Context: an optimization exercise on an open-source flow, tuned for small area, a short achievable clock period and few clock cycles per item. The choices shown serve that exercise and are no tape-out recipe. RTL that was checked went through simulation tests only; none was proved equivalent to the original. The RTL of runs 1 to 3 was laid out without a check of its function. Power figures rest on the tool's default switching activity, not on a simulated workload.

==> flow/config.mk <==
export PLATFORM = sky130hd
export DESIGN_NAME = huffmandecode
export DESIGN_NICKNAME = huffmandecode
export VERILOG_FILES = /design/flow/design.v
export SDC_FILE = /design/flow/constraint.sdc
export NUM_CORES = 8
export LEC_CHECK = 0
export CAP_MARGIN = 20
export CORE_MARGIN = 2
export CORE_UTILIZATION = 40
export SLEW_MARGIN = 20
==> flow/constraint.sdc <==
create_clock -name core_clock -period 11.0 [get_ports {clk}]
set_input_delay 2.2000 -clock core_clock [delete_from_list [all_inputs] [get_ports {clk}]]
set_output_delay 2.2000 -clock core_clock [all_outputs]
set_load 0.01 [all_outputs]
==> flow/design.v <==
`timescale 1ns / 1ps
module huffmandecode(
clk,
huffrst,
code,
hufftable,
symaddr,
symdata,
huffdata,
hufflength,
hufffinish
    );
input clk,huffrst;
input[15:0] code;
input[8*16-1:0] hufftable;
output reg[7:0] symaddr;    
input[7:0] symdata;         
output reg[7:0] huffdata;
output [7:0] hufflength;
output reg hufffinish;
reg [7:0] g;         
reg [7:0] sc;        
reg [7:0] ca;        
reg [1:0] w;         
reg [3:0] n;         
reg       h;         
reg       one;       
reg [4:0] hl;        
assign hufflength = {3'b000, hl};
wire [7:0] c1   = hufftable[7:0];
wire       b1   = code[15];
wire       hit1 = (c1[7:1] != 7'd0) | (c1[0] & ~b1);
wire [9:0] gn   = {1'b0, g, w[1]} - {2'b00, ca};    
wire       hit  = gn[9];                            
wire       dead = ~gn[9] & gn[8];                   
wire       nf   = ~one & ~h & ~hit & (dead | n == 4'd14);   
wire [3:0] n1   = n + 4'd1;
reg [7:0] fetch_c;   
always @* begin
    case (n)
        4'd0:  fetch_c = hufftable[8*2 +: 8];
        4'd1:  fetch_c = hufftable[8*3 +: 8];
        4'd2:  fetch_c = hufftable[8*4 +: 8];
        4'd3:  fetch_c = hufftable[8*5 +: 8];
        4'd4:  fetch_c = hufftable[8*6 +: 8];
        4'd5:  fetch_c = hufftable[8*7 +: 8];
        4'd6:  fetch_c = hufftable[8*8 +: 8];
        4'd7:  fetch_c = hufftable[8*9 +: 8];
        4'd8:  fetch_c = hufftable[8*10 +: 8];
        4'd9:  fetch_c = hufftable[8*11 +: 8];
        4'd10: fetch_c = hufftable[8*12 +: 8];
        4'd11: fetch_c = hufftable[8*13 +: 8];
        4'd12: fetch_c = hufftable[8*14 +: 8];
        4'd13: fetch_c = hufftable[8*15 +: 8];
        default: fetch_c = 8'hxx;
    endcase
end
reg fetch_b;         
always @* begin
    case (n)
        4'd0:  fetch_b = code[12];
        4'd1:  fetch_b = code[11];
        4'd2:  fetch_b = code[10];
        4'd3:  fetch_b = code[9];
        4'd4:  fetch_b = code[8];
        4'd5:  fetch_b = code[7];
        4'd6:  fetch_b = code[6];
        4'd7:  fetch_b = code[5];
        4'd8:  fetch_b = code[4];
        4'd9:  fetch_b = code[3];
        4'd10: fetch_b = code[2];
        4'd11: fetch_b = code[1];
        4'd12: fetch_b = code[0];
        default: fetch_b = 1'bx;
    endcase
end
always @(posedge clk) begin
    one <= hit1;
    if (~huffrst) begin
        g  <= {7'd0, b1 & ~c1[0]};
        sc <= {7'd0, c1[0]};
        symaddr <= hit1 ? {7'd0, b1} : {6'd0, c1[0] ? {code[14], ~code[14]} : code[15:14]};
        ca <= hufftable[15:8];
        w  <= code[14:13];
    end else begin
        g  <= gn[7:0];
        sc <= sc + ca;
        symaddr <= sc - ca + {g[5:0], w};
        ca <= fetch_c;
        w  <= {w[0], fetch_b};
    end
    if (~hufffinish & (h | nf)) begin
        huffdata <= h ? symdata : 8'hff;
        hl <= ~h ? 5'd0 : one ? 5'd1 : {1'b0, n} + 5'd1;
    end
end
always @(posedge clk or negedge huffrst) begin
    if (~huffrst) begin
        hufffinish <= 1'b0;
        h <= 1'b0;
        n <= 4'd0;
    end else begin
        if (h | nf)
            hufffinish <= 1'b1;
        h <= one | hit;
        n <= n1;
    end
end
endmodule
==> flow/run.sh <==
#!/bin/bash
# synth_recipe.tcl (not shown) runs the flow's synth.tcl, then flattens the netlist and writes it again
# the make line also repeats each setting of config.mk as NAME=value (left out here)
make -C /OpenROAD-flow-scripts/flow DESIGN_CONFIG=/design/flow/config.mk WORK_HOME=/design/flow/orfs CLKGATE_MAP_FILE= SYNTH_SCRIPT=/design/flow/synth_recipe.tcl finish
==> results by group, run 1 <==
Outcome
  • Status: finished clean

Logic synthesis
  • Post-synthesis compound-gate area fraction: 23.3%
  • Syn. warnings: 1
  • Area leader, netlist: dfxtp_1
  • Synth cell types: 62
  • Mapped Area: 0.00406 sq mm
  • Share of async-settable or async-resettable flops after synthesis: 11.1%
  • Area share of and/or/nand/nor cells after synthesis: 17.1%
  • Post-Synthesis Cells: 468
  • Post-synth EDFFs: 13
  • Post-synthesis mux area share: 5.55%
  • Post-synthesis xor/xnor area fraction: 1.73%
  • Adder-cell share of the synthesized area: 13.1%
  • Post-synth top flop: dfxtp_1
  • Share of the synthesized area in the top cell type: 17.3%
  • Yosys reg bits: 54
  • Combinational family with the most area after synthesis: compound AO/OA/AOI/OAI gates
  • Top post-synthesis cells by area: dfxtp_1 17%, edfxtp_1 9.6%, ha_1 8.6%
  • Sequential fraction of the synthesis area: 30.6%
  • Syn avg cell area: 8.68 sq um

Routing
  • Final routed DRC violation total: 0
  • Vias: 4052
  • Post-Route WL: 12.6 mm
  • DRT iter0 DRCs: 221
  • WL per Instance: 16.5 um
  • Detailed Routing Iterations Pass 1: 5
  • Avg Vias per Cell: 5.29
  • Number of routed nets with antenna violations: 0

Setup path
  • Crit path cell chain: clkdlybuf4s50_1, buf_4, o21ai_0, a2111oi_0, a21oi_1
  • Buf+Inv Stages, Crit Path: 2
  • FF-to-FF End: hl[2]
  • Critical Path Max Stage Delay: 0.68 ns
  • Max FO, Critical Path: 38
  • Critical path arrival: 4.02 ns
  • Startpoint Class: primary input
  • Setup Crit Path Kind: primary input to flip-flop
  • R2r setup slk: 8.16 ns
  • Worst path slowest cell: a2111oi_0
  • R2R cell count: 7
  • Req. time, crit path: 11.17 ns
  • Delay-heaviest family, CP: compound AO/OA/AOI/OAI gates
  • Crit end category: flip-flop
  • Reg2reg start: ca[2]

Pwr
  • Gate power share: 49.4%
  • Switching power: 0.000247 W
  • Sequential power share: 35.5%
  • P_leak: 2.36 nW
  • Pint: 0.000464 W
  • Clock Power Share: 15.1%
  • Peak supply drop: 0.0000663 V
  • Power Total: 0.000710 W
  • Net Sw Frac: 34.7%
  • PD cells: 119 mW/mm^2

Timing
  • Crit path time final: 3.85 ns
  • Worst-margin pin slew: 0.968 ns
  • Final Hold Fails: 0
  • Pins over their slew limit: 0
  • Max Clock Skew: 0.0135 ns
  • RSZ-0062 raised after global routing: false
  • Period utilization: 35.0%
  • Setup TNS: 0 ns
  • Max Clock Freq: 259 MHz
  • Endpoints failing setup: 0
  • Setup ws final: 7.15 ns
  • Worst slew margin: 35.5%

Clock tree
  • Worst-path clk slew: 0.08 ns
  • CTS sink count: 54
  • TritonCTS clock tree: built
  • Clock root cell: clkbuf_8
  • Number of hold buffers added after cts: 0
  • Clock latency on the worst-skew pair: 0.31 ns
  • # Post-CTS Setup Buffers: 0
  • CTS buffer count: 5
  • H-tree level count: 2
  • CTS resizes: 0
  • Maximum clock path buffer count: 2

Global routing
  • GRT Total Usage: 22.8%
  • GRT overflow: 0
  • Vias in the first global route: 4193
  • Initial antenna violation count: 2
  • First-pass GRT wire length: 20.1 mm
  • Largest net degree at the start of global routing: 41

Die
  • Core Region: 0.00982 sq mm
  • Area of the die: 0.0110 sq mm
  • Die H: 105 um
  • Initial core utilization: 41.4%
  • Die extent in x: 105 um
  • # IOs: 179
  • Rows: 36

Cells and area
  • Final Util: 60.7%
  • Layout Nets: 821
  • Area Overhead vs Synth: 46.8%
  • Layout cell share with drive strength beyond 1: 4.60%

Hold path
  • Min-Delay Path Class: flip-flop to flip-flop
  • Hold Crit Depth: 1
  • Min-Delay Endpoint: w[1]
  • Hold Startpoint: w[0]

Place
  • DP Worst Slack: 6.80 ns
  • Routability cong.: 0.824
  • Placed wire-length estimate: 10.1 mm
  • Port Buffers: 175

Job
  • Maxcap violations: 0
[placed cells by master, fill, tap and decap left out, types with 12 or more instances in the layout]
cell	n
clkdlybuf4s50_1	175
inv_1	49
nand2_1	37
dfxtp_1	35
nor2_1	28
ha_1	28
a21oi_1	24
o21ai_0	22
a22oi_1	13
nand2b_1	13
edfxtp_1	13
nor2b_1	12
nor3_1	12
[cells in the mapped netlist (6+ instances only)]
cell / number
buf_4: 7
a222oi_1: 8
inv_1: 49
mux2_2: 8
nand2_1: 37
buf_2: 12
dfrtp_1: 6
a22oi_1: 13
clkbuf_1: 7
nand2b_1: 13
edfxtp_1: 13
nor2b_1: 12
nor2_1: 28
ha_1: 28
dfxtp_1: 35
a21oi_1: 24
nor3_1: 13
o21ai_0: 22
a221oi_1: 7
nand3_1: 10
mux2i_1: 9
a31oi_1: 11
fa_1: 9
[registers in the layout (all words and copies together) (netlist names)]
signal,cells
g,8
hl,5
symaddr,8
w,2
sc,8
ca,8
one,1
n,4
h,1
huffdata,8
hufffinish,1
[layer usage]
metal / vias up / track usage (%) / share of wire [%]
met5: - / 0 / 0
met4: 0 / 6.29 / 1.1
met3: 6 / 4.99 / 7.5
met2: 131 / 42.9 / 52
met1: 1887 / 25.6 / 39
li1: 2028 / - / -
[power groups by stage]
stage	clock (W)	combinational [W]	sequential, W
6_report	0.000107	0.000351	0.000252
3_3_place_gp	0	0.000342	0.000256
4_1_cts	0.000110	0.000354	0.000252
3_5_place_dp	0	0.000352	0.000257
2_1_floorplan	0	0.000221	0.000258
5_1_grt	0.000118	0.000392	0.000257
[cell type report]
type	count	area [sq um]
repair buffers	181	1800
inverters	50	188
diodes	2	5.00
multi-input cells	338	2480
well taps	133	166
clock buffers	6	72.6
fillers	953	3860
clock inverters	2	8.76
flip-flops and latches	54	1240
[stage by stage]
stage / cell area [sq um] / hold WS, ns / std cells
after floorplan: 4070 / 0.457 / 470
after global placement: 5880 / 0.507 / 756
after detailed placement: 5880 / 0.527 / 756
after CTS: 5960 / 0.549 / 764
after global routing: 5960 / 0.559 / 766
final: 5960 / 0.541 / 766
[how the worst max path moves through the flow]
stage / from / end / cells after the start
4_1_cts: huffrst / ca[3] / 5
3_3_place_gp: huffrst / ca[3] / 5
5_1_grt: huffrst / sc[6] / 6
3_5_place_dp: huffrst / ca[3] / 5
2_1_floorplan: hufftable[3] / symaddr[0] / 5
6_report: huffrst / ca[3] / 5
[logic make-up (layout without fill, tap and decap cells)]
logic type,Yosys count,in the layout
adders and majority gates,37,37
muxes,19,19
buffers and inverters,78,239
DFF,54,54
xor gates and xnor gates,8,8
and+or+nand+nor,137,137
other,1,5
AOI/OAI and AO/OA,134,134
==> run 2: changes to the inputs <==
==> flow/flow/run.sh (new file) <==
#!/bin/bash
# Standard layout, with plain buffers on the ports and repair_timing aiming
# below the clock period (setup margin).
set -euo pipefail
export BUFFER_PORTS_ARGS="-buffer_cell sky130_fd_sc_hd__buf_1"
export SETUP_SLACK_MARGIN=0
bash standard.sh > standard.log 2>&1
==> flow/standard.sh (new file) <==
#!/bin/bash
# synth_recipe.tcl (not shown) runs the flow's synth.tcl, then flattens the netlist and writes it again
# the make line also repeats each setting of config.mk as NAME=value (left out here)
make -C /OpenROAD-flow-scripts/flow DESIGN_CONFIG=/design/flow/config.mk WORK_HOME=/design/flow/orfs CLKGATE_MAP_FILE= SYNTH_SCRIPT=/design/flow/synth_recipe.tcl "${@:-finish}"
removed: flow/run.sh
==> run 2 against run 1 <==
Compared with the run above:
- setup slack gained 0.062 ns
- first-iteration DRC count grew 14%
- register-to-register slack lost 0.14 ns
- core utilization shrank 11 points
- fmax grew 1.6%
- sequential share of layout area grew 4.6 points
- final cell count shrank 0.39%
- wire length shrank 5.0%
- still clean on timing, DRC and antenna
==> results by group, run 2 <==
Timing
  • Crit path time final: 3.79 ns (was 3.85 ns)
  • Pins over their slew limit: 0 (unchanged)
  • Max Clock Skew: 0.00827 ns (was 0.0135 ns)
  • Final Hold Fails: 0 (unchanged)
  • Worst slew margin: 30.0% (was 35.5%)
  • Period utilization: 34.5% (was 35.0%)
  • Setup TNS: 0 ns (unchanged)
  • Max Clock Freq: 264 MHz (was 259 MHz)
  • Worst-margin pin slew: 1.05 ns (was 0.968 ns)
  • RSZ-0062 raised after global routing: false (unchanged)
  • Endpoints failing setup: 0 (unchanged)

Logic synthesis
  • Most common cell in the netlist: inv_1 (unchanged)
  • Syn avg cell area: 8.68 sq um (unchanged)
  • Yosys reg bits: 54 (unchanged)
  • Share of async-settable or async-resettable flops after synthesis: 11.1% (unchanged)
  • Mapped Area: 0.00406 sq mm (unchanged)
  • Sequential fraction of the synthesis area: 30.6% (unchanged)
  • Top post-synthesis cells by area: dfxtp_1 17%, edfxtp_1 9.6%, ha_1 8.6% (unchanged)
  • Synth cell types: 62 (unchanged)
  • Area leader, netlist: dfxtp_1 (unchanged)
  • Post-synth top flop: dfxtp_1 (unchanged)
  • Post-Synthesis Cells: 468 (unchanged)
  • Syn. warnings: 1 (unchanged)
  • Share of the synthesized area in the top cell type: 17.3% (unchanged)
  • Synth top cells by count: 49 x inv_1, 37 x nand2_1, 35 x dfxtp_1, 28 x ha_1, 28 x nor2_1 (unchanged)
  • Post-synth EDFFs: 13 (unchanged)

Routing
  • DRT iter0 DRCs: 251 (was 221)
  • Number of routed nets with antenna violations: 0 (unchanged)
  • Vias: 4014 (was 4052)
  • Final routed DRC violation total: 0 (unchanged)
  • Post-Route WL: 12.0 mm (was 12.6 mm)
  • WL per Instance: 15.7 um (was 16.5 um)
  • Detailed Routing Iterations Pass 1: 5 (unchanged)
  • Avg Vias per Cell: 5.26 (was 5.29)

Die
  • Rows: 36 (unchanged)
  • Die H: 105 um (unchanged)
  • Area of the die: 0.0110 sq mm (unchanged)
  • Core Region: 0.00982 sq mm (unchanged)
  • Initial core utilization: 41.4% (unchanged)
  • # IOs: 179 (unchanged)
  • Die extent in x: 105 um (unchanged)

Setup path
  • Max FO, Critical Path: 38 (unchanged)
  • Critical path arrival: 4.04 ns (was 4.02 ns)
  • Startpoint Class: primary input (unchanged)
  • Crit end category: flip-flop (unchanged)
  • Buf+Inv Stages, Crit Path: 2 (unchanged)
  • Worst path slowest cell: clkbuf_2 (was a2111oi_0)
  • Crit path cell chain: clkbuf_2, inv_2, or3_1, or3_1, nand3_1 (was clkdlybuf4s50_1, buf_4, o21ai_0, a2111oi_0, a21oi_1)
  • Setup Crit Path Kind: primary input to flip-flop (unchanged)
  • Critical Path Max Stage Delay: 0.63 ns (was 0.68 ns)
  • Req. time, crit path: 11.25 ns (was 11.17 ns)
  • Most used cell along the critical path: or3_1
  • Delay-heaviest family, CP: buffers and inverters (was compound AO/OA/AOI/OAI gates)

Clock tree
  • Worst-path clk slew: 0.11 ns (was 0.08 ns)
  • CTS sink count: 54 (unchanged)
  • CTS resizes: 0 (unchanged)
  • # Post-CTS Setup Buffers: 0 (unchanged)
  • Clock root cell: clkbuf_8 (unchanged)
  • Clock latency on the worst-skew pair: 0.31 ns (about the same)
  • Maximum clock path buffer count: 2 (unchanged)
  • Number of hold buffers added after cts: 0 (unchanged)
  • CTS buffer count: 5 (unchanged)
  • TritonCTS clock tree: built (unchanged)
  • H-tree level count: 2 (unchanged)

Pwr
  • Pint: 0.000431 W (was 0.000464 W)
  • PD cells: 140 mW/mm^2 (was 119 mW/mm^2)
  • Clock Power Share: 19.3% (was 15.1%)
  • P_leak: 1.89 nW (was 2.36 nW)
  • Peak supply drop: 0.0000709 V (was 0.0000663 V)
  • Switching power: 0.000254 W (was 0.000247 W)
  • Net Sw Frac: 37.1% (was 34.7%)
  • Gate power share: 44.1% (was 49.4%)
  • Sequential power share: 36.6% (was 35.5%)
  • Power Total: 0.000685 W (was 0.000710 W)

Global routing
  • GRT Total Usage: 20.8% (was 22.8%)
  • Vias in the first global route: 3905 (was 4193)
  • Largest net degree at the start of global routing: 41 (unchanged)
  • Initial antenna violation count: 1 (was 2)
  • GRT overflow: 0 (unchanged)
  • First-pass GRT wire length: 18.6 mm (was 20.1 mm)

Cells and area
  • Multi-input combinational cell area: 0.00248 sq mm (unchanged)
  • Layout Nets: 819 (was 821)
  • Area Overhead vs Synth: 20.2% (was 46.8%)
  • Filler instances: 1041 (was 953)
  • Most frequent cells in the layout: 174 x buf_1, 49 x inv_1, 37 x nand2_1 (was 175 x clkdlybuf4s50_1, 49 x inv_1, 37 x nand2_1)
  • FF+latch area: 0.00124 sq mm (unchanged)
  • Most common cell after layout, fill and taps aside: buf_1 (was clkdlybuf4s50_1)
  • Layout cell share with drive strength beyond 1: 4.77% (was 4.60%)

Place
  • Routability cong.: 0.857 (was 0.824)
  • Placed wire-length estimate: 9.46 mm (was 10.1 mm)
  • Port Buffers: 175 (unchanged)

Job
  • Maxcap violations: 0 (unchanged)

Outcome
  • Status: finished clean (unchanged)

Hold path
  • Min-Delay Path Class: flip-flop to flip-flop (unchanged)
## run 2: cell types whose count changed in the layout (fill, tap and decap cells not counted), sizes merged
cell,change
clkinv,-2
buf,+172
diode,-1
clkbuf,+1
inv,+2
clkdlybuf4s50,-175
## run 2: metrics by stage
stage / instance area, sq um / hold WS [ns] / instances / worst slack (ns) / util [%]
after floorplan: 4070 / 0.457 / 470 / 7.65 / -
after global placement: 4770 / 0.479 / 754 / 6.90 / 48.5
after detailed placement: 4770 / 0.505 / 754 / 6.84 / 48.5
after CTS: 4880 / 0.531 / 762 / 7.17 / 49.7
after global routing: 4880 / 0.543 / 763 / 7.00 / 49.7
final: 4880 / 0.527 / 763 / 7.21 / 49.7
## run 2: path summary, 6_finish.rpt
kind | start | end | slack, ns | cells past startpoint
worst max-delay path | huffrst | sc[6] | 7.21 | 5
worst min-delay path | w[0] | w[1] | 0.53 | 1
worst max register to register | n[0] | huffdata[5] | 8.02 | 6
worst min register to register | w[0] | w[1] | 0.53 | 1
max in group asynchronous | huffrst | hufffinish | 8.49 | 1
min in group asynchronous | huffrst | h | 1.98 | 1
## run 2: power groups by stage
| stage | Sequential [W] | Clock [W] | Combinational (W) |
|---|---|---|---|
| after floorplan | 0.000258 | 0 | 0.000221 |
| after global placement | 0.000255 | 0 | 0.000294 |
| after detailed placement | 0.000255 | 0 | 0.000300 |
| after CTS | 0.000251 | 0.000136 | 0.000303 |
| after global routing | 0.000254 | 0.000142 | 0.000344 |
| final | 0.000251 | 0.000133 | 0.000302 |
## run 2: logic make-up after synthesis
logic type,synth area share (%)
AO/OA/AOI/OAI,23.3
AND/OR/NAND/NOR,17.1
multiplexers,5.55
other,0.0923
XOR/XNOR,1.73
adder cells (fa/ha/maj),13.1
flip-flops,30.6
buffers and inverters,8.60
## run 2: layer usage
metal  global-route usage, %  up-vias  part of all wire (%)
li1                        -     2021                     -
met1                    25.6     1858                    42
met2                    37.8      122                    51
met3                    2.12       13                   4.5
met4                    6.95        0                   1.9
met5                       0        -                     0
## run 2: final cells by class
class / count / share of cell area (%)
antenna: 1 / 0.0513
tap: 133 / 3.41
inverter: 50 / 3.85
clock buffer: 6 / 1.92
multi-input combinational: 338 / 50.9
sequential: 54 / 25.4
clock inverter: 2 / 0.359
timing repair buffer: 179 / 14.1
==> run 3: changes to the inputs <==
--- a/flow/flow/run.sh
+++ b/flow/flow/run.sh
@@ -5,3 +5,3 @@
 export BUFFER_PORTS_ARGS="-buffer_cell sky130_fd_sc_hd__buf_1"
-export SETUP_SLACK_MARGIN=0
+export SETUP_SLACK_MARGIN=8
 bash standard.sh > standard.log 2>&1
==> run 3 against run 2 <==
Compared with the run above:
- critical path type unchanged
- sequential share of layout area decreased by 0.74 points
- cell area rose by 3.0%
- sequential cell count unchanged
- critical path depth increased by 1
- largest cell class unchanged
- global-route usage rose by 0.98 points
- setup slack better by 0.64 ns
- via count rose by 2.8%
- wire length increased by 2.0%
- clock skew fell by 0.0027 ns
- power is 1.7% higher
- synthesized cell count unchanged
- critical endpoint is now ca[0]
==> results by group, run 3 <==
Routing
  • DRT iter0 DRCs: 260 (was 251)
  • Highest Signal Layer: met4 (unchanged)
  • DR WL met2: 6.46 mm (was 6.14 mm)
  • Routed wl met3: 584 um (was 534 um)
  • Avg Vias per Cell: 5.40 (was 5.26)
  • Detailed Routing Iterations Pass 1: 6 (was 5)
  • WL per Instance: 16.0 um (was 15.7 um)
  • Number of routed nets with antenna violations: 0 (unchanged)
  • Post-Route WL: 12.2 mm (was 12.0 mm)
  • M1 wire length: 5.00 mm (was 5.10 mm)
  • Final routed DRC violation total: 0 (unchanged)
  • Vias: 4128 (was 4014)

Place
  • DP Worst Slack: 6.84 ns (about the same)
  • Port Buffers: 175 (unchanged)
  • Placed cell count: 755 (was 754)
  • Routability cong.: 0.863 (was 0.857)
  • Placed wire-length estimate: 9.72 mm (was 9.46 mm)

Setup path
  • Buf+Inv Stages, Crit Path: 1 (was 2)
  • Req. time, crit path: 11.19 ns (was 11.25 ns)
  • Max FO, Critical Path: 1 (was 38)
  • Worst path slowest cell: a311oi_2 (was clkbuf_2)
  • Critical Path Max Stage Delay: 0.35 ns (was 0.63 ns)
  • Critical path arrival: 3.34 ns (was 4.04 ns)
  • FF-to-FF End: huffdata[0] (was huffdata[5])
  • R2r setup slk: 8.38 ns (was 8.02 ns)
  • Crit end category: flip-flop (unchanged)
  • Setup Crit Path Kind: primary input to flip-flop (unchanged)
  • Startpoint Class: primary input (unchanged)
  • R2R cell count: 7 (was 6)
  • Reg2reg start: ca[2] (was n[0])
  • Worst path depth: 6 (was 5)
  • Crit path cell chain: buf_1, a222oi_1, mux2_4, nor2_2, a311oi_2, a31oi_1 (was clkbuf_2, inv_2, or3_1, or3_1, nand3_1)
  • Delay-heaviest family, CP: compound AO/OA/AOI/OAI gates (was buffers and inverters)

Timing
  • Max Clock Freq: 317 MHz (was 264 MHz)
  • Final Hold Fails: 0 (unchanged)
  • Period utilization: 28.7% (was 34.5%)
  • Setup TNS: 0 ns (unchanged)
  • Pins over their slew limit: 0 (unchanged)
  • Endpoints failing setup: 0 (unchanged)
  • RSZ-0062 raised after global routing: true (was false)
  • Setup ws final: 7.85 ns (was 7.21 ns)
  • Worst slew margin: 39.8% (was 30.0%)
  • Crit path time final: 3.15 ns (was 3.79 ns)
  • Max Clock Skew: 0.00556 ns (was 0.00827 ns)
  • Worst-margin pin slew: 0.903 ns (was 1.05 ns)

Logic synthesis
  • Share of the synthesized area in the top cell type: 17.3% (unchanged)
  • Synth top cells by count: 49 x inv_1, 37 x nand2_1, 35 x dfxtp_1, 28 x ha_1, 28 x nor2_1 (unchanged)
  • Post-Synthesis Cells: 468 (unchanged)
  • Mapped Area: 0.00406 sq mm (unchanged)
  • Most common cell in the netlist: inv_1 (unchanged)
  • Area leader, netlist: dfxtp_1 (unchanged)
  • Post-synth top flop: dfxtp_1 (unchanged)
  • Syn avg cell area: 8.68 sq um (unchanged)
  • Post-synth EDFFs: 13 (unchanged)
  • Share of async-settable or async-resettable flops after synthesis: 11.1% (unchanged)
  • Syn. warnings: 1 (unchanged)
  • Synth cell types: 62 (unchanged)
  • Top post-synthesis cells by area: dfxtp_1 17%, edfxtp_1 9.6%, ha_1 8.6% (unchanged)
  • Sequential fraction of the synthesis area: 30.6% (unchanged)
  • Yosys reg bits: 54 (unchanged)

Hold path
  • Hold Startpoint: w[0] (unchanged)
  • Min-Delay Path Class: flip-flop to flip-flop (unchanged)
  • Min-Delay Endpoint: w[1] (unchanged)
  • Hold Crit Depth: 1 (unchanged)

Clock tree
  • Clock latency on the worst-skew pair: 0.31 ns (about the same)
  • Number of hold buffers added after cts: 0 (unchanged)
  • Maximum clock path buffer count: 2 (unchanged)
  • Worst-path clk slew: 0.10 ns (was 0.11 ns)
  • Clock root cell: clkbuf_8 (unchanged)
  • CTS sink count: 54 (unchanged)
  • CTS buffer count: 5 (unchanged)
  • H-tree level count: 2 (unchanged)
  • TritonCTS clock tree: built (unchanged)

Global routing
  • Vias in the first global route: 4110 (was 3905)
  • GRT overflow: 0 (unchanged)
  • First-pass GRT wire length: 19.5 mm (was 18.6 mm)
  • Largest net degree at the start of global routing: 41 (unchanged)
  • Initial antenna violation count: 0 (was 1)
  • GRT Total Usage: 21.8% (was 20.8%)

Pwr
  • Gate power share: 44.4% (was 44.1%)
  • Peak supply drop: 0.0000767 V (was 0.0000709 V)
  • Clock Power Share: 19.5% (was 19.3%)
  • PD cells: 139 mW/mm^2 (was 140 mW/mm^2)
  • Net Sw Frac: 36.3% (was 37.1%)
  • Sequential power share: 36.1% (was 36.6%)
  • Pint: 0.000443 W (was 0.000431 W)
  • Switching power: 0.000253 W (was 0.000254 W)
  • P_leak: 2.00 nW (was 1.89 nW)
  • Power Total: 0.000697 W (was 0.000685 W)

Die
  • Die extent in x: 105 um (unchanged)
  • Initial core utilization: 41.4% (unchanged)
  • Area of the die: 0.0110 sq mm (unchanged)
  • Die H: 105 um (unchanged)
  • Rows: 36 (unchanged)
  • # IOs: 179 (unchanged)
  • Core Region: 0.00982 sq mm (unchanged)

Cells and area
  • N_diodes: 0 (was 1)
  • Most frequent cells in the layout: 155 x buf_1, 49 x inv_1, 37 x nand2_1 (was 174 x buf_1, 49 x inv_1, 37 x nand2_1)
  • Layout Nets: 822 (was 819)
  • Area Overhead vs Synth: 23.8% (was 20.2%)
  • Layout Cells excl Fill: 765 (was 763)
  • Most common cell after layout, fill and taps aside: buf_1 (unchanged)
  • Layout cell share with drive strength beyond 1: 9.49% (was 4.77%)

Job
  • Maxcap violations: 0 (unchanged)

Outcome
  • Status: finished clean (unchanged)
[run 3: changes by cell type in the layout (fill, tap and decap cells not counted), moves of 3 or more]
cell | previous run | this run
buf_1 | 174 | 155
clkbuf_2 | 1 | 18
buf_4 | 4 | 7
mux2_2 | 8 | 5
mux2_4 | 0 | 3
[run 3: final cells by class]
type | count | area, sq um
Fill cell | 1002 | 4790
Clock inverter | 2 | 36.3
Timing Repair Buffer | 182 | 761
Clock buffer | 6 | 72.6
Sequential cell | 54 | 1240
Tap cell | 133 | 166
Multi-Input combinational cell | 338 | 2560
Inverter | 50 | 190
[run 3: how the worst max path moves through the flow]
| stage | to | slack [ns] | startpoint |
|---|---|---|---|
| 2_1_floorplan | symaddr[0] | 7.71 | hufftable[3] |
| 3_5_place_dp | sc[6] | 6.84 | huffrst |
| 5_1_grt | symaddr[0] | 7.80 | hufftable[3] |
| 4_1_cts | symaddr[0] | 7.87 | hufftable[3] |
| 6_report | ca[0] | 7.85 | hufftable[64] |
| 3_3_place_gp | sc[6] | 6.87 | huffrst |
[run 3: cells by family after synthesis]
group | Yosys count | synth area share, %
adder cells (fa/ha/maj) | 37 | 13.1
other | 1 | 0.0923
XOR/XNOR | 8 | 1.73
flip-flops | 54 | 30.6
AND/OR/NAND/NOR | 137 | 17.1
multiplexers | 19 | 5.55
buffers and inverters | 78 | 8.60
AO/OA/AOI/OAI | 134 | 23.3
[run 3: power groups by stage]
stage,registers (W),logic (W),clock network [W]
2_1_floorplan,0.000258,0.000221,0
3_3_place_gp,0.000255,0.000295,0
3_5_place_dp,0.000256,0.000304,0
4_1_cts,0.000251,0.000308,0.000139
5_1_grt,0.000255,0.000352,0.000145
6_report,0.000251,0.000309,0.000136
[run 3: routing by layer]
layer  track usage, %  up-vias
li1                 -     2022
met1             25.7     1951
met2             40.9      142
met3             2.25       13
met4             7.24        0
met5                0        -
[run 3: repair_timing]
action,4_1_cts,5_1_grt
pin swaps,1,5
buffers inserted,1,1
endpoints found under the setup margin,44,40
gates resized for setup,15,23
cloned,0,0
[run 3: per-stage QoR]
stage,cell area [sq um],hold WS (ns),util (%)
5_1_grt,5030,0.544,51.2
2_1_floorplan,4080,0.457,-
3_5_place_dp,4780,0.502,48.7
3_3_place_gp,4780,0.498,48.7
4_1_cts,4970,0.527,50.7
6_report,5030,0.532,51.2
==> run 4: changes to the inputs <==
--- a/flow/design.v
+++ b/flow/design.v
@@ -37,22 +37,5 @@
 wire [3:0] n1   = n + 4'd1;
-reg [7:0] fetch_c;   
-always @* begin
-    case (n)
-        4'd0:  fetch_c = hufftable[8*2 +: 8];
-        4'd1:  fetch_c = hufftable[8*3 +: 8];
-        4'd2:  fetch_c = hufftable[8*4 +: 8];
-        4'd3:  fetch_c = hufftable[8*5 +: 8];
-        4'd4:  fetch_c = hufftable[8*6 +: 8];
-        4'd5:  fetch_c = hufftable[8*7 +: 8];
-        4'd6:  fetch_c = hufftable[8*8 +: 8];
-        4'd7:  fetch_c = hufftable[8*9 +: 8];
-        4'd8:  fetch_c = hufftable[8*10 +: 8];
-        4'd9:  fetch_c = hufftable[8*11 +: 8];
-        4'd10: fetch_c = hufftable[8*12 +: 8];
-        4'd11: fetch_c = hufftable[8*13 +: 8];
-        4'd12: fetch_c = hufftable[8*14 +: 8];
-        4'd13: fetch_c = hufftable[8*15 +: 8];
-        default: fetch_c = 8'hxx;
-    endcase
-end
+wire [7:0] scn  = sc + ca;                          
+wire [127:0] tbl2 = {16'd0, hufftable[127:16]};
+wire [7:0] fetch_c = tbl2[8*n +: 8];    
 reg fetch_b;         
@@ -86,4 +69,4 @@
         g  <= gn[7:0];
-        sc <= sc + ca;
-        symaddr <= sc - ca + {g[5:0], w};
+        sc <= scn;
+        symaddr <= scn + {gn[6:0], w[0]};
         ca <= fetch_c;
--- a/flow/flow/run.sh
+++ b/flow/flow/run.sh
@@ -5,3 +5,3 @@
 export BUFFER_PORTS_ARGS="-buffer_cell sky130_fd_sc_hd__buf_1"
-export SETUP_SLACK_MARGIN=8
+export SETUP_SLACK_MARGIN=6.5
 bash standard.sh > standard.log 2>&1
==> run 4 against run 3 <==
Compared with the run above:
- power increased by 11%
- via count decreased by 15%
- non-clock buffer count shrank 5
- sequential power hardly changed
- combinational power up 32%
- synthesized area is 5.9% lower
- final cell count fell by 12%
- wire length shrank 18%
- cell area down 7.9%
- sequential share of layout area increased by 2.2 points
- core utilization is 1.1 points lower
- die area shrank 5.7%
- critical endpoint is now symaddr[7]
- largest cell class unchanged
- largest power group unchanged
==> results by group, run 4 <==
Die
  • Area of the die: 0.0104 sq mm (was 0.0110 sq mm)
  • Core Region: 0.00924 sq mm (was 0.00982 sq mm)
  • Rows: 35 (was 36)
  • Die H: 102 um (was 105 um)
  • Initial core utilization: 41.4% (about the same)
  • Die extent in x: 102 um (was 105 um)
  • # IOs: 179 (unchanged)

Pwr
  • Peak supply drop: 0.0000768 V (was 0.0000767 V)
  • Clock Power Share: 14.3% (was 19.5%)
  • PD cells: 166 mW/mm^2 (was 139 mW/mm^2)
  • Switching power: 0.000297 W (was 0.000253 W)
  • P_leak: 1.85 nW (was 2.00 nW)
  • Pint: 0.000474 W (was 0.000443 W)
  • Gate power share: 53.0% (was 44.4%)
  • Net Sw Frac: 38.5% (was 36.3%)
  • Sequential power share: 32.6% (was 36.1%)

Clock tree
  • CTS sink count: 54 (unchanged)
  • CTS resizes: 0 (was 15)
  • Worst-path clk slew: 0.09 ns (was 0.10 ns)
  • # Post-CTS Setup Buffers: 0 (was 1)
  • Number of hold buffers added after cts: 0 (unchanged)
  • Maximum clock path buffer count: 2 (unchanged)
  • CTS buffer count: 5 (unchanged)
  • Clock latency on the worst-skew pair: 0.31 ns (about the same)
  • TritonCTS clock tree: built (unchanged)
  • H-tree level count: 2 (unchanged)
  • Clock root cell: clkbuf_8 (unchanged)

Routing
  • Avg Vias per Cell: 5.16 (was 5.40)
  • Vias: 3489 (was 4128)
  • Number of routed nets with antenna violations: 0 (unchanged)
  • Final routed DRC violation total: 0 (unchanged)
  • DRT iter0 DRCs: 179 (was 260)
  • WL per Instance: 14.8 um (was 16.0 um)
  • Detailed Routing Iterations Pass 1: 4 (was 6)
  • Post-Route WL: 9.99 mm (was 12.2 mm)

Place
  • Routability cong.: 0.914 (was 0.863)
  • Placed inst area: 0.00454 sq mm (was 0.00478 sq mm)
  • Placed wire-length estimate: 8.28 mm (was 9.72 mm)
  • Port Buffers: 175 (unchanged)

Timing
  • Max Clock Skew: 0.00843 ns (was 0.00556 ns)
  • Final Hold Fails: 0 (unchanged)
  • Crit path time final: 3.50 ns (was 3.15 ns)
  • Worst-margin pin slew: 0.932 ns (was 0.903 ns)
  • Worst slew margin: 37.5% (was 39.8%)
  • Pins over their slew limit: 0 (unchanged)
  • Setup TNS: 0 ns (unchanged)
  • Max Clock Freq: 286 MHz (was 317 MHz)
  • Endpoints failing setup: 0 (unchanged)
  • RSZ-0062 raised after global routing: false (was true)
  • Period utilization: 31.8% (was 28.7%)
  • Final hold slack: 0.468 ns (was 0.532 ns)

Cells and area
  • Final instance area: 0.00463 sq mm (was 0.00503 sq mm)
  • N_diodes: 0 (unchanged)
  • Most common cell after layout, fill and taps aside: buf_1 (unchanged)
  • Most frequent cells in the layout: 175 x buf_1, 35 x nor2_1, 35 x dfxtp_1 (was 155 x buf_1, 49 x inv_1, 37 x nand2_1)
  • Layout Nets: 729 (was 822)
  • Layout cell share with drive strength beyond 1: 8.23% (was 9.49%)
  • Area Overhead vs Synth: 21.1% (was 23.8%)

Global routing
  • Vias in the first global route: 3543 (was 4110)
  • Initial antenna violation count: 0 (unchanged)
  • Largest net degree at the start of global routing: 41 (unchanged)
  • First-pass GRT wire length: 16.3 mm (was 19.5 mm)
  • GRT overflow: 0 (unchanged)
  • GRT Total Usage: 20.1% (was 21.8%)

Logic synthesis
  • Synth top cells by count: 35 x dfxtp_1, 35 x nor2_1, 27 x a21oi_1, 26 x ha_1, 25 x nand2_1 (was 49 x inv_1, 37 x nand2_1, 35 x dfxtp_1, 28 x ha_1, 28 x nor2_1)
  • Share of async-settable or async-resettable flops after synthesis: 11.1% (unchanged)
  • Mapped Area: 0.00382 sq mm (was 0.00406 sq mm)
  • Post-synth top flop: dfxtp_1 (unchanged)
  • Post-synth EDFFs: 13 (unchanged)
  • Syn avg cell area: 10.0 sq um (was 8.68 sq um)
  • Sequential fraction of the synthesis area: 32.5% (was 30.6%)
  • Yosys reg bits: 54 (unchanged)
  • Area leader, netlist: dfxtp_1 (unchanged)
  • Synth cell types: 60 (was 62)
  • Post-Synthesis Cells: 382 (was 468)
  • Share of the synthesized area in the top cell type: 18.3% (was 17.3%)
  • Syn. warnings: 1 (unchanged)
  • Top post-synthesis cells by area: dfxtp_1 18%, mux4_2 12%, edfxtp_1 10% (was dfxtp_1 17%, edfxtp_1 9.6%, ha_1 8.6%)

Setup path
  • R2r setup slk: 7.78 ns (was 8.38 ns)
  • Max FO, Critical Path: 40 (was 1)
  • Crit end category: flip-flop (unchanged)
  • Critical path arrival: 3.75 ns (was 3.34 ns)
  • Req. time, crit path: 11.25 ns (was 11.19 ns)
  • Setup Crit Path Kind: primary input to flip-flop (unchanged)
  • Startpoint Class: primary input (unchanged)

Hold path
  • Min-Delay Path Class: flip-flop to flip-flop (unchanged)

Outcome
  • Status: finished clean (unchanged)

Job
  • Maxcap violations: 0 (unchanged)
run 4: cell types whose count changed after synthesis, moves of 8 or more:
cell     change
nand2_1     -12
a31oi_1     -10
mux4_2      +19
a22oi_1     -12
inv_1       -28
and2_1       +8
nor2b_1     -10
run 4: cells by family (layout without fill, tap and decap cells):
logic type                 Yosys count  count (layout)  synth area share, %
AOI/OAI and AO/OA                   84              84                 14.4
DFF                                 54              54                 32.5
xor gates and xnor gates            18              18                 4.52
muxes                               37              37                 17.9
and+or+nand+nor                    115             115                 15.0
other                                1               3               0.0981
adders and majority gates           29              29                 10.1
buffers and inverters               44             207                 5.60
run 4: final cells by class:
class                           instances  area (sq um)
Inverter                               22          82.6
Timing Repair Buffer                  177           672
Fill cell                             922          4610
Tap cell                              129           161
Sequential cell                        54          1240
Multi-Input combinational cell        286          2380
Clock inverter                          3          20.0
Clock buffer                            5          68.8
run 4: per-layer routing:
layer,wire length (um),part of all wire [%],up-vias,track usage (%)
met5,0,0,-,0
met4,233,2.3,0,6.44
met3,549,5.5,17,2.97
met2,5180,52,132,37.1
met1,4020,40,1612,23.8
li1,-,-,1728,-
run 4: metrics by stage:
stage,util (%),setup slack (ns),power [W],cells
after global placement,49.1,7.24,0.000656,668
after CTS,50.1,7.51,0.000779,676
after global routing,50.1,7.31,0.000846,676
after detailed placement,49.1,7.18,0.000664,668
after floorplan,-,7.57,0.000572,384
final,50.1,7.50,0.000770,676
run 4: path summary, 6_finish.rpt:
kind	startpoint	end	cells after the start
worst max-delay path	huffrst	symaddr[7]	6
worst min-delay path	n[0]	n[0]	1
worst max register to register	ca[1]	symaddr[7]	14
worst min register to register	n[0]	n[0]	1
max in group asynchronous	huffrst	n[0]	2
min in group asynchronous	huffrst	n[2]	2
run 4: power groups by stage:
stage / Clock, W / Sequential, W / Combinational (W)
global placement: 0 / 0.000256 / 0.000399
finish: 0.000110 / 0.000251 / 0.000408
detailed placement: 0 / 0.000257 / 0.000407
floorplan: 0 / 0.000259 / 0.000313
CTS: 0.000117 / 0.000252 / 0.000411
global route: 0.000122 / 0.000255 / 0.000470
run 4: worst max-delay path: stages:
cell and delay [ns]:
buf_1 0.09, buf_4 0.36, inv_1 0.33, nor4_2 0.43, o311ai_0 0.20, nand4_1 0.12
Testbench counts of run 4, summed over its fixed seeds: cycles 10,437, items 2,048.
==> run 5: changes to the inputs <==
--- a/flow/flow/run.sh
+++ b/flow/flow/run.sh
@@ -5,3 +5,3 @@
 export BUFFER_PORTS_ARGS="-buffer_cell sky130_fd_sc_hd__buf_1"
-export SETUP_SLACK_MARGIN=6.5
+export SETUP_SLACK_MARGIN=7.5
 bash standard.sh > standard.log 2>&1
==> run 5 against run 4 <==
Compared with the run above:
- sequential share of layout area down 0.21 points
- combinational power about the same
- synthesized area unchanged
- via count up 0.26%
- critical path type unchanged
- highest routed layer unchanged
==> results by group, run 5 <==
Outcome
  • Status: finished clean (unchanged)

Cells and area
  • Area Overhead vs Synth: 22.0% (was 21.1%)
  • Multi-input combinational cell area: 0.00239 sq mm (was 0.00238 sq mm)
  • Layout cell share with drive strength beyond 1: 9.09% (was 8.23%)
  • FF+latch area: 0.00124 sq mm (unchanged)
  • N_diodes: 0 (unchanged)
  • Filler instances: 920 (was 922)
  • Most frequent cells in the layout: 175 x buf_1, 35 x nor2_1, 35 x dfxtp_1 (unchanged)
  • Layout Nets: 732 (was 729)
  • Most common cell after layout, fill and taps aside: buf_1 (unchanged)

Pwr
  • Pint: 0.000475 W (was 0.000474 W)
  • PD cells: 165 mW/mm^2 (was 166 mW/mm^2)
  • Net Sw Frac: 38.5% (about the same)
  • Gate power share: 53.1% (was 53.0%)
  • P_leak: 1.86 nW (was 1.85 nW)
  • Peak supply drop: 0.0000767 V (was 0.0000768 V)
  • Clock Power Share: 14.3% (about the same)
  • Switching power: 0.000297 W (about the same)
  • Sequential power share: 32.6% (about the same)

Die
  • Area of the die: 0.0104 sq mm (unchanged)
  • Die H: 102 um (unchanged)
  • Core Region: 0.00924 sq mm (unchanged)
  • Initial core utilization: 41.4% (unchanged)
  • Die extent in x: 102 um (unchanged)
  • # IOs: 179 (unchanged)
  • Rows: 35 (unchanged)

Logic synthesis
  • Syn avg cell area: 10.0 sq um (unchanged)
  • Sequential fraction of the synthesis area: 32.5% (unchanged)
  • Post-synth EDFFs: 13 (unchanged)
  • Synth top cells by count: 35 x dfxtp_1, 35 x nor2_1, 27 x a21oi_1, 26 x ha_1, 25 x nand2_1 (unchanged)
  • Synth cell types: 60 (unchanged)
  • Share of the synthesized area in the top cell type: 18.3% (unchanged)
  • Yosys reg bits: 54 (unchanged)
  • Syn. warnings: 1 (unchanged)
  • Share of async-settable or async-resettable flops after synthesis: 11.1% (unchanged)
  • Post-synth top flop: dfxtp_1 (unchanged)
  • Mapped Area: 0.00382 sq mm (unchanged)
  • Area leader, netlist: dfxtp_1 (unchanged)
  • Top post-synthesis cells by area: dfxtp_1 18%, mux4_2 12%, edfxtp_1 10% (unchanged)
  • Post-Synthesis Cells: 382 (unchanged)

Setup path
  • Critical Path Max Stage Delay: 0.39 ns (was 0.43 ns)
  • Worst path slowest cell: nor4_2 (unchanged)
  • Crit path cell chain: buf_1, buf_6, clkinvlp_4, nor4_2, o311ai_0, nand4_1 (was buf_1, buf_4, inv_1, nor4_2, o311ai_0, nand4_1)
  • FF-to-FF End: symaddr[7] (unchanged)
  • Reg2reg start: sc[0] (was ca[1])
  • R2R cell count: 13 (was 14)
  • R2r setup slk: 7.86 ns (was 7.78 ns)
  • Crit end category: flip-flop (unchanged)
  • Startpoint Class: primary input (unchanged)
  • Max FO, Critical Path: 40 (unchanged)
  • Req. time, crit path: 11.25 ns (about the same)
  • Setup Crit Path Kind: primary input to flip-flop (unchanged)
  • Critical path arrival: 3.58 ns (was 3.75 ns)

Timing
  • Pins over their slew limit: 0 (unchanged)
  • Setup ws final: 7.67 ns (was 7.50 ns)
  • Worst-margin pin slew: 0.932 ns (about the same)
  • RSZ-0062 raised after global routing: false (unchanged)
  • Period utilization: 30.2% (was 31.8%)
  • Setup TNS: 0 ns (unchanged)
  • Max Clock Skew: 0.00747 ns (was 0.00843 ns)
  • Final Hold Fails: 0 (unchanged)
  • Max Clock Freq: 301 MHz (was 286 MHz)
  • Endpoints failing setup: 0 (unchanged)
  • Worst slew margin: 37.5% (unchanged)
  • Crit path time final: 3.33 ns (was 3.50 ns)

Routing
  • Post-Route WL: 10.0 mm (was 9.99 mm)
  • Final routed DRC violation total: 0 (unchanged)
  • WL per Instance: 14.8 um (about the same)
  • Number of routed nets with antenna violations: 0 (unchanged)
  • DRT iter0 DRCs: 215 (was 179)
  • Vias: 3498 (was 3489)
  • Avg Vias per Cell: 5.15 (was 5.16)
  • Detailed Routing Iterations Pass 1: 4 (unchanged)

Clock tree
  • Clock root cell: clkbuf_8 (unchanged)
  • Worst-path clk slew: 0.09 ns (about the same)
  • H-tree level count: 2 (unchanged)
  • TritonCTS clock tree: built (unchanged)
  • Number of hold buffers added after cts: 0 (unchanged)
  • Clock latency on the worst-skew pair: 0.31 ns (about the same)
  • Maximum clock path buffer count: 2 (unchanged)
  • CTS buffer count: 5 (unchanged)
  • CTS sink count: 54 (unchanged)

Hold path
  • Min-Delay Path Class: flip-flop to flip-flop (unchanged)
  • Hold Startpoint: n[0] (unchanged)
  • Hold Crit Depth: 1 (unchanged)
  • Min-Delay Endpoint: n[0] (unchanged)

Place
  • Placed wire-length estimate: 8.28 mm (unchanged)
  • Port Buffers: 175 (unchanged)
  • DP Worst Slack: 7.18 ns (unchanged)
  • Routability cong.: 0.914 (unchanged)

Global routing
  • Vias in the first global route: 3543 (unchanged)
  • GRT Total Usage: 20.1% (unchanged)
  • Largest net degree at the start of global routing: 41 (unchanged)
  • First-pass GRT wire length: 16.3 mm (unchanged)
  • GRT overflow: 0 (unchanged)
  • Initial antenna violation count: 0 (unchanged)

Job
  • Maxcap violations: 0 (unchanged)
[run 5: logic make-up after synthesis]
| group | after synthesis | share of synthesized area, % |
|---|---|---|
| buffers and inverters | 44 | 5.60 |
| multiplexers | 37 | 17.9 |
| other | 1 | 0.0981 |
| AND/OR/NAND/NOR | 115 | 15.0 |
| AO/OA/AOI/OAI | 84 | 14.4 |
| flip-flops | 54 | 32.5 |
| XOR/XNOR | 18 | 4.52 |
| adder cells (fa/ha/maj) | 29 | 10.1 |
[run 5: metal layers]
metal | global-route usage, % | part of all wire [%]
met2 | 37.1 | 52
met3 | 2.97 | 5.5
met1 | 23.8 | 40
met4 | 6.44 | 2.3
met5 | 0 | 0
[run 5: metrics by stage]
step	utilization (%)	hold WS (ns)	power [W]	std cells	cell area, sq um
detailed placement	49.1	0.459	0.000664	668	4540
global route	50.5	0.490	0.000848	679	4660
floorplan	-	0.460	0.000572	384	3830
global placement	49.1	0.445	0.000656	668	4540
CTS	50.1	0.473	0.000779	676	4630
finish	50.5	0.468	0.000772	679	4660
[run 5: how the worst max path moves through the flow]
| stage | slack (ns) | cells after the start | startpoint | end |
|---|---|---|---|---|
| finish | 7.67 | 6 | huffrst | symaddr[7] |
| global route | 7.50 | 13 | ca[0] | symaddr[7] |
| CTS | 7.51 | 6 | huffrst | symaddr[7] |
| detailed placement | 7.18 | 6 | huffrst | symaddr[7] |
| global placement | 7.24 | 6 | huffrst | symaddr[7] |
| floorplan | 7.57 | 5 | hufftable[3] | symaddr[0] |
[run 5: critical path, delay by kind of cell]
family / cells / cell delay (ns)
AO/OA/AOI/OAI: 1 / 0.20
buffers and inverters: 3 / 0.66
AND/OR/NAND/NOR: 2 / 0.51
[run 5: power groups by stage]
stage          combinational, W  sequential, W  clock (W)
2_1_floorplan          0.000313       0.000259          0
3_3_place_gp           0.000399       0.000256          0
3_5_place_dp           0.000407       0.000257          0
4_1_cts                0.000411       0.000252   0.000117
5_1_grt                0.000471       0.000255   0.000122
6_report               0.000410       0.000251   0.000110
[run 5: final cells by class]
cell class / instances / share of cell area [%]
tap: 129 / 3.46
clock inverter: 3 / 0.429
multi-input combinational: 286 / 51.2
inverter: 22 / 1.85
clock buffer: 5 / 1.48
timing repair buffer: 180 / 15.0
sequential: 54 / 26.7
[run 5: what timing repair did]
action,4_1_cts,5_1_grt
endpoints found under the setup margin,0,2
gates resized for setup,0,4
buffers inserted,0,3
==> run 6: changes to the inputs <==
--- a/flow/flow/run.sh
+++ b/flow/flow/run.sh
@@ -5,3 +5,3 @@
 export BUFFER_PORTS_ARGS="-buffer_cell sky130_fd_sc_hd__buf_1"
-export SETUP_SLACK_MARGIN=7.5
+export SETUP_SLACK_MARGIN=8.3
 bash standard.sh > standard.log 2>&1
==> run 6 against run 5 <==
Compared with the run above:
- combinational power rose by 13%
- clock skew rose by 0.0019 ns
- register-to-register slack improved by 0.17 ns
- non-clock buffer count rose by 5
- power is 7.2% higher
- via count increased by 0.11%
- largest power group unchanged
==> results by group, run 6 <==
Outcome
  • Status: finished clean (unchanged)

Place
  • Routability cong.: 0.855 (was 0.914)
  • Placed cell count: 669 (was 668)
  • Placed wire-length estimate: 8.43 mm (was 8.28 mm)
  • Port Buffers: 175 (unchanged)

Timing
  • Endpoints failing setup: 0 (unchanged)
  • Pins over their slew limit: 0 (unchanged)
  • Final Hold Fails: 0 (unchanged)
  • Crit path time final: 3.14 ns (was 3.33 ns)
  • Max Clock Skew: 0.00941 ns (was 0.00747 ns)
  • Worst-margin pin slew: 0.922 ns (was 0.932 ns)
  • Setup TNS: 0 ns (unchanged)
  • Period utilization: 28.6% (was 30.2%)
  • RSZ-0062 raised after global routing: true (was false)
  • Worst slew margin: 38.5% (was 37.5%)
  • Max Clock Freq: 318 MHz (was 301 MHz)

Logic synthesis
  • Top post-synthesis cells by area: dfxtp_1 18%, mux4_2 12%, edfxtp_1 10% (unchanged)
  • Syn avg cell area: 10.0 sq um (unchanged)
  • Mapped Area: 0.00382 sq mm (unchanged)
  • Synth cell types: 60 (unchanged)
  • Post-Synthesis Cells: 382 (unchanged)
  • Syn. warnings: 1 (unchanged)
  • Share of the synthesized area in the top cell type: 18.3% (unchanged)
  • Post-synth EDFFs: 13 (unchanged)
  • Synth top cells by count: 35 x dfxtp_1, 35 x nor2_1, 27 x a21oi_1, 26 x ha_1, 25 x nand2_1 (unchanged)
  • Area leader, netlist: dfxtp_1 (unchanged)
  • Yosys reg bits: 54 (unchanged)
  • Post-synth top flop: dfxtp_1 (unchanged)
  • Share of async-settable or async-resettable flops after synthesis: 11.1% (unchanged)
  • Sequential fraction of the synthesis area: 32.5% (unchanged)

Global routing
  • Largest net degree at the start of global routing: 28 (was 41)
  • First-pass GRT wire length: 16.5 mm (was 16.3 mm)
  • Vias in the first global route: 3567 (was 3543)
  • Initial antenna violation count: 0 (unchanged)
  • GRT Total Usage: 20.4% (was 20.1%)
  • GRT overflow: 0 (unchanged)

Cells and area
  • Layout Nets: 737 (was 732)
  • Most frequent cells in the layout: 156 x buf_1, 34 x nor2_1, 33 x dfxtp_1 (was 175 x buf_1, 35 x nor2_1, 35 x dfxtp_1)
  • Layout Cells excl Fill: 684 (was 679)
  • Most common cell after layout, fill and taps aside: buf_1 (unchanged)
  • Area Overhead vs Synth: 28.8% (was 22.0%)
  • Layout cell share with drive strength beyond 1: 17.5% (was 9.09%)
  • N_diodes: 0 (unchanged)

Setup path
  • Critical path arrival: 3.34 ns (was 3.58 ns)
  • Startpoint Class: primary input (unchanged)
  • Critical Path Max Stage Delay: 0.47 ns (was 0.39 ns)
  • Reg2reg start: ca[0] (was sc[0])
  • FF-to-FF End: symaddr[7] (unchanged)
  • Delay-heaviest family, CP: multiplexers (was buffers and inverters)
  • Crit end category: flip-flop (unchanged)
  • Buf+Inv Stages, Crit Path: 1 (was 3)
  • Req. time, crit path: 11.19 ns (was 11.25 ns)
  • Worst path slowest cell: mux4_2 (was nor4_2)
  • R2r setup slk: 8.03 ns (was 7.86 ns)
  • R2R cell count: 13 (unchanged)
  • Setup Crit Path Kind: primary input to flip-flop (unchanged)
  • Crit path cell chain: buf_1, mux4_2, mux2i_2, nor2_1, a311oi_1, a21oi_1 (was buf_1, buf_6, clkinvlp_4, nor4_2, o311ai_0, nand4_1)
  • Max FO, Critical Path: 1 (was 40)

Die
  • Rows: 35 (unchanged)
  • # IOs: 179 (unchanged)
  • Area of the die: 0.0104 sq mm (unchanged)
  • Initial core utilization: 41.4% (unchanged)
  • Die extent in x: 102 um (unchanged)
  • Die H: 102 um (unchanged)
  • Core Region: 0.00924 sq mm (unchanged)

Routing
  • Avg Vias per Cell: 5.12 (was 5.15)
  • Post-Route WL: 10.5 mm (was 10.0 mm)
  • DRT iter0 DRCs: 104 (was 215)
  • Highest Signal Layer: met4 (unchanged)
  • M1 wire length: 4.24 mm (was 4.05 mm)
  • Routed wl met3: 606 um (was 547 um)
  • Final routed DRC violation total: 0 (unchanged)
  • WL per Instance: 15.4 um (was 14.8 um)
  • Detailed Routing Iterations Pass 1: 4 (unchanged)
  • DR WL met2: 5.43 mm (was 5.19 mm)
  • Number of routed nets with antenna violations: 0 (unchanged)
  • Vias: 3502 (was 3498)

Pwr
  • Peak supply drop: 0.0000796 V (was 0.0000767 V)
  • Net Sw Frac: 38.9% (was 38.5%)
  • Switching power: 0.000322 W (was 0.000297 W)
  • P_leak: 2.00 nW (was 1.86 nW)
  • PD cells: 168 mW/mm^2 (was 165 mW/mm^2)
  • Clock Power Share: 13.3% (was 14.3%)
  • Gate power share: 56.0% (was 53.1%)
  • Sequential power share: 30.7% (was 32.6%)
  • Pint: 0.000505 W (was 0.000475 W)

Hold path
  • Min-Delay Endpoint: hufffinish (was n[0])
  • Min-Delay Path Class: flip-flop to flip-flop (unchanged)
  • Hold Crit Depth: 1 (unchanged)
  • Hold Startpoint: hufffinish (was n[0])

Clock tree
  • CTS sink count: 54 (unchanged)
  • Worst-path clk slew: 0.10 ns (was 0.09 ns)
  • Maximum clock path buffer count: 2 (unchanged)
  • TritonCTS clock tree: built (unchanged)
  • Clock latency on the worst-skew pair: 0.30 ns (was 0.31 ns)
  • CTS buffer count: 5 (unchanged)
  • H-tree level count: 2 (unchanged)
  • Clock root cell: clkbuf_8 (unchanged)

Job
  • Maxcap violations: 0 (unchanged)
## run 6: per-layer routing
layer  vias up  track usage, %
met1      1613            23.3
li1       1742               -
met2       127            38.3
met3        20            4.00
met4         0            6.03
met5         -               0
## run 6: final cells by class
type	count	area (sq um)
clock inverter	2	13.8
fill	902	4320
multi-input combinational	286	2490
sequential	54	1240
tap	129	161
inverter	22	86.3
timing repair buffer	185	860
clock buffer	6	72.6
## run 6: through the flow
stage                     power (W)  worst slack, ns  hold slack, ns  area [sq um]  utilization, %
after floorplan            0.000576             7.69           0.460          3890               -
after global placement     0.000658             7.25           0.510          4560            49.3
after detailed placement   0.000667             7.16           0.524          4560            49.3
after CTS                  0.000795             7.88           0.585          4810            52.0
after global routing       0.000892             7.82           0.602          4920            53.3
final                      0.000827             7.86           0.598          4920            53.3
## run 6: power groups by stage
stage	Sequential, W	Clock, W	Combinational, W
after floorplan	0.000259	0	0.000316
after global placement	0.000256	0	0.000401
after detailed placement	0.000257	0	0.000410
after CTS	0.000253	0.000115	0.000427
after global routing	0.000257	0.000120	0.000515
final	0.000254	0.000110	0.000463
## run 6: cell families after synthesis
family                   count (synthesis)  share of synthesized area (%)
AND/OR/NAND/NOR                        115                           15.0
AO/OA/AOI/OAI                           84                           14.4
flip-flops                              54                           32.5
adder cells (fa/ha/maj)                 29                           10.1
multiplexers                            37                           17.9
other                                    1                         0.0981
buffers and inverters                   44                           5.60
XOR/XNOR                                18                           4.52
## run 6: timing repair
| action | CTS | global route |
|---|---|---|
| pin swaps | 8 | 10 |
| resized for setup | 24 | 33 |
| hold buffers | 0 | 0 |
| cloned | 2 | 0 |
| buffers inserted | 4 | 1 |
| setup endpoints to repair | 59 | 51 |
## run 6: worst max-delay path by stage
stage | start | to | cells past startpoint
finish | hufftable[87] | ca[7] | 6
CTS | hufftable[3] | symaddr[0] | 6
detailed placement | huffrst | symaddr[7] | 6
floorplan | hufftable[3] | symaddr[0] | 5
global route | hufftable[3] | symaddr[0] | 6
global placement | huffrst | symaddr[7] | 6
## run 6: worst reg2reg max path: stages, from the launching register on
cell,delay (ns)
dfxtp_1,0.34
ha_1,0.22
fa_2,0.37
a21o_1,0.18
a21oi_2,0.17
o21ai_0,0.11
a21oi_1,0.16
xnor2_1,0.18
ha_1,0.32
o21a_1,0.15
o31ai_4,0.09
nor3b_2,0.10
o311ai_1,0.34
nand4_1,0.12
==> run 7: changes to the inputs <==
--- a/flow/flow/run.sh
+++ b/flow/flow/run.sh
@@ -5,3 +5,3 @@
 export BUFFER_PORTS_ARGS="-buffer_cell sky130_fd_sc_hd__buf_1"
-export SETUP_SLACK_MARGIN=8.3
+export SETUP_SLACK_MARGIN=7.8
 bash standard.sh > standard.log 2>&1
--- a/flow/config.mk
+++ b/flow/config.mk
@@ -11 +11,2 @@
 export SLEW_MARGIN = 20
+export TNS_END_PERCENT = 5
==> run 7 against run 6 <==
Compared with the run above:
- synthesized cell count did not move
- hold slack got worse by 0.13 ns
- sequential power barely moved
- global-route usage fell by 0.66 points
- core utilization fell by 2.2 points
- register-to-register slack got worse by 0.03 ns
- critical endpoint is now ca[3]
==> results by group, run 7 <==
Outcome
  • Status: finished clean (unchanged)

Cells and area
  • Layout Nets: 732 (was 737)
  • Layout Cells excl Fill: 679 (was 684)
  • Most frequent cells in the layout: 175 x buf_1, 35 x nor2_1, 35 x dfxtp_1 (was 156 x buf_1, 34 x nor2_1, 33 x dfxtp_1)
  • N_diodes: 0 (unchanged)
  • Final instance area: 0.00472 sq mm (was 0.00492 sq mm)
  • Most common cell after layout, fill and taps aside: buf_1 (unchanged)
  • Layout cell share with drive strength beyond 1: 9.64% (was 17.5%)
  • Filler instances: 903 (was 902)
  • Area Overhead vs Synth: 23.5% (was 28.8%)

Setup path
  • Critical path arrival: 3.37 ns (was 3.34 ns)
  • R2r setup slk: 8.00 ns (was 8.03 ns)
  • Req. time, crit path: 11.20 ns (was 11.19 ns)
  • CP startpoint: hufftable[27] (was hufftable[87])
  • Startpoint Class: primary input (unchanged)
  • Worst path slowest cell: mux4_1 (was mux4_2)
  • CP endpoint: ca[3] (was ca[7])
  • Crit path cell chain: buf_1, mux4_1, nand2_1, a21oi_1, a311oi_2, a21oi_1 (was buf_1, mux4_2, mux2i_2, nor2_1, a311oi_1, a21oi_1)
  • Critical Path Max Stage Delay: 0.49 ns (was 0.47 ns)
  • Most used cell along the critical path: a21oi_1
  • Setup Crit Path Kind: primary input to flip-flop (unchanged)
  • Crit end category: flip-flop (unchanged)
  • Max FO, Critical Path: 1 (unchanged)
  • R2R cell count: 13 (unchanged)
  • Reg2reg start: ca[0] (unchanged)
  • FF-to-FF End: symaddr[7] (unchanged)

Logic synthesis
  • Post-synthesis xor/xnor area fraction: 4.52% (unchanged)
  • Share of the synthesized area in the top cell type: 18.3% (unchanged)
  • Post-synthesis compound-gate area fraction: 14.4% (unchanged)
  • Mapped Area: 0.00382 sq mm (unchanged)
  • Post-synth top flop: dfxtp_1 (unchanged)
  • Combinational family with the most area after synthesis: multiplexers (unchanged)
  • Sequential fraction of the synthesis area: 32.5% (unchanged)
  • Synth top cells by count: 35 x dfxtp_1, 35 x nor2_1, 27 x a21oi_1, 26 x ha_1, 25 x nand2_1 (unchanged)
  • Top post-synthesis cells by area: dfxtp_1 18%, mux4_2 12%, edfxtp_1 10% (unchanged)
  • Adder-cell share of the synthesized area: 10.1% (unchanged)
  • Syn avg cell area: 10.0 sq um (unchanged)
  • Post-Synthesis Cells: 382 (unchanged)
  • Synth cell types: 60 (unchanged)
  • Yosys reg bits: 54 (unchanged)
  • Area share of and/or/nand/nor cells after synthesis: 15.0% (unchanged)
  • Post-synth EDFFs: 13 (unchanged)
  • Syn. warnings: 1 (unchanged)
  • Area leader, netlist: dfxtp_1 (unchanged)
  • Post-synthesis mux area share: 17.9% (unchanged)
  • Share of async-settable or async-resettable flops after synthesis: 11.1% (unchanged)

Routing
  • Post-Route WL: 9.98 mm (was 10.5 mm)
  • Avg Vias per Cell: 5.13 (was 5.12)
  • Vias: 3485 (was 3502)
  • Detailed Routing Iterations Pass 1: 4 (unchanged)
  • Final routed DRC violation total: 0 (unchanged)
  • DRT iter0 DRCs: 126 (was 104)
  • WL per Instance: 14.7 um (was 15.4 um)
  • Number of routed nets with antenna violations: 0 (unchanged)

Timing
  • Setup TNS: 0 ns (unchanged)
  • Period utilization: 28.8% (was 28.6%)
  • Final Hold Fails: 0 (unchanged)
  • Worst-margin pin slew: 0.932 ns (was 0.922 ns)
  • Max Clock Freq: 315 MHz (was 318 MHz)
  • Max Clock Skew: 0.0104 ns (was 0.00941 ns)
  • Crit path time final: 3.17 ns (was 3.14 ns)
  • RSZ-0062 raised after global routing: true (unchanged)
  • Pins over their slew limit: 0 (unchanged)
  • Endpoints failing setup: 0 (unchanged)
  • Worst slew margin: 37.6% (was 38.5%)

Pwr
  • PD cells: 172 mW/mm^2 (was 168 mW/mm^2)
  • Clock Power Share: 16.9% (was 13.3%)
  • P_leak: 1.88 nW (was 2.00 nW)
  • Sequential power share: 31.0% (was 30.7%)
  • Peak supply drop: 0.0000858 V (was 0.0000796 V)
  • Power Total: 0.000814 W (was 0.000827 W)
  • Gate power share: 52.2% (was 56.0%)
  • Switching power: 0.000306 W (was 0.000322 W)
  • Net Sw Frac: 37.6% (was 38.9%)
  • Pint: 0.000508 W (was 0.000505 W)

Clock tree
  • Clock latency on the worst-skew pair: 0.31 ns (was 0.30 ns)
  • Number of hold buffers added after cts: 0 (unchanged)
  • H-tree level count: 2 (unchanged)
  • CTS buffer count: 5 (unchanged)
  • CTS sink count: 54 (unchanged)
  • TritonCTS clock tree: built (unchanged)
  • Worst-path clk slew: 0.10 ns (about the same)
  • Clock root cell: clkbuf_8 (unchanged)
  • Maximum clock path buffer count: 2 (unchanged)

Die
  • Area of the die: 0.0104 sq mm (unchanged)
  • Die extent in x: 102 um (unchanged)
  • Initial core utilization: 41.4% (unchanged)
  • Die H: 102 um (unchanged)
  • # IOs: 179 (unchanged)
  • Core Region: 0.00924 sq mm (unchanged)
  • Rows: 35 (unchanged)

Place
  • Routability cong.: 0.890 (was 0.855)
  • Placed cell count: 669 (unchanged)
  • Port Buffers: 175 (unchanged)
  • Placed inst area: 0.00455 sq mm (was 0.00456 sq mm)
  • Placed wire-length estimate: 8.32 mm (was 8.43 mm)

Global routing
  • GRT Total Usage: 19.8% (was 20.4%)
  • Initial antenna violation count: 0 (unchanged)
  • First-pass GRT wire length: 15.9 mm (was 16.5 mm)
  • Largest net degree at the start of global routing: 41 (was 28)
  • Vias in the first global route: 3564 (was 3567)
  • GRT overflow: 0 (unchanged)

Job
  • Maxcap violations: 0 (unchanged)

Hold path
  • Min-Delay Path Class: flip-flop to flip-flop (unchanged)
[run 7: layout make-up]
| type | instances | area, sq um | area share, % |
|---|---|---|---|
| clock buffer | 5 | 68.8 | 1.46 |
| clock inverter | 3 | 48.8 | 1.03 |
| inverter | 22 | 86.3 | 1.83 |
| multi-input combinational | 286 | 2410 | 51.1 |
| sequential | 54 | 1240 | 26.3 |
| tap | 129 | 161 | 3.42 |
| timing repair buffer | 180 | 702 | 14.9 |
[run 7: critical path: cells and delay by family]
kind                   cells  cell delay (ns)
AO/OA/AOI/OAI              3             0.52
multiplexers               1             0.49
AND/OR/NAND/NOR            1             0.08
buffers and inverters      1             0.07
[run 7: worst min-delay path by stage]
| stage | cells past startpoint | slack, ns | startpoint | endpoint |
|---|---|---|---|---|
| floorplan | 2 | 0.46 | one | h |
| global placement | 1 | 0.45 | n[0] | n[0] |
| detailed placement | 1 | 0.46 | n[0] | n[0] |
| CTS | 1 | 0.47 | n[0] | n[0] |
| global route | 1 | 0.49 | n[0] | n[0] |
| finish | 1 | 0.47 | n[0] | n[0] |
[run 7: logic make-up after synthesis]
| family | after synthesis |
|---|---|
| simple gates | 115 |
| mux | 37 |
| buf+inv | 44 |
| xor+xnor | 18 |
| fa+ha+maj | 29 |
| other cells | 1 |
| compound gates | 84 |
| flops | 54 |
[run 7: per-layer routing]
metal	vias up	track usage (%)	wire length [um]
met5	-	0	0
met4	0	10.2	505
met3	35	3.04	561
met2	155	36.3	4920
met1	1562	21.9	3990
li1	1733	-	-
[run 7: power groups by stage]
stage	registers [W]	logic (W)	clock network (W)
after floorplan	0.000259	0.000313	0
after global placement	0.000257	0.000400	0
after detailed placement	0.000257	0.000406	0
after CTS	0.000253	0.000410	0.000141
after global routing	0.000256	0.000482	0.000149
final	0.000252	0.000425	0.000137
[run 7: per-stage QoR]
stage          setup slack [ns]  hold slack [ns]  util [%]
2_1_floorplan              7.66            0.460         -
3_3_place_gp               7.27            0.448      49.3
3_5_place_dp               7.17            0.457      49.3
4_1_cts                    7.80            0.472      50.7
5_1_grt                    7.75            0.490      51.1
6_report                   7.83            0.466      51.1
[run 7: timing repair]
action,in CTS,in global routing
gates resized for setup,3,8
pin swaps,0,3
cloned,0,0
buffers inserted,1,1
setup endpoints to repair,3,20

-- static timing again, ports no longer ideal --
Ports are ideal in the flow. The routed layouts listed here were re-timed in OpenROAD.
Step 1 (the two cells are an assumption about what drives the block):
set clk [get_ports {clk}]
set_driving_cell -lib_cell sky130_fd_sc_hd__clkbuf_16 $clk
set_driving_cell -lib_cell sky130_fd_sc_hd__buf_2 [delete_from_list [all_inputs] $clk]
Step 2 also shifts input and output timing later by t, the mid clock arrival at the registers, as if the neighbouring blocks saw the same clock.
Three values: ideal ports, drivers, drivers and shift; two values: the first two.
| run | shift t [ns] | setup WS [ns] | cell pins on the clock port's net |
|---|---|---|---|
| run 1 | 0.331 | 7.146 / 7.145 / 6.814 | 1 |
| run 2 | 0.339 | 7.207 / 7.219 / 6.881 | 1 |
| run 3 | 0.332 | 7.847 / 7.846 / 7.514 | 1 |
| run 4 | 0.335 | 7.503 / 7.506 / 7.172 | 1 |
| run 5 | 0.334 | 7.675 / 7.678 / 7.344 | 1 |
| run 6 | 0.330 | 7.856 / 7.865 / 7.535 | 1 |
| run 7 | 0.338 | 7.829 / 7.840 / 7.503 | 1 |
After both steps setup and hold are still met in every run listed. For run 3, which loses most, drivers alone change the setup slack by -0.001 ns; drivers and shift together by -0.333 ns.
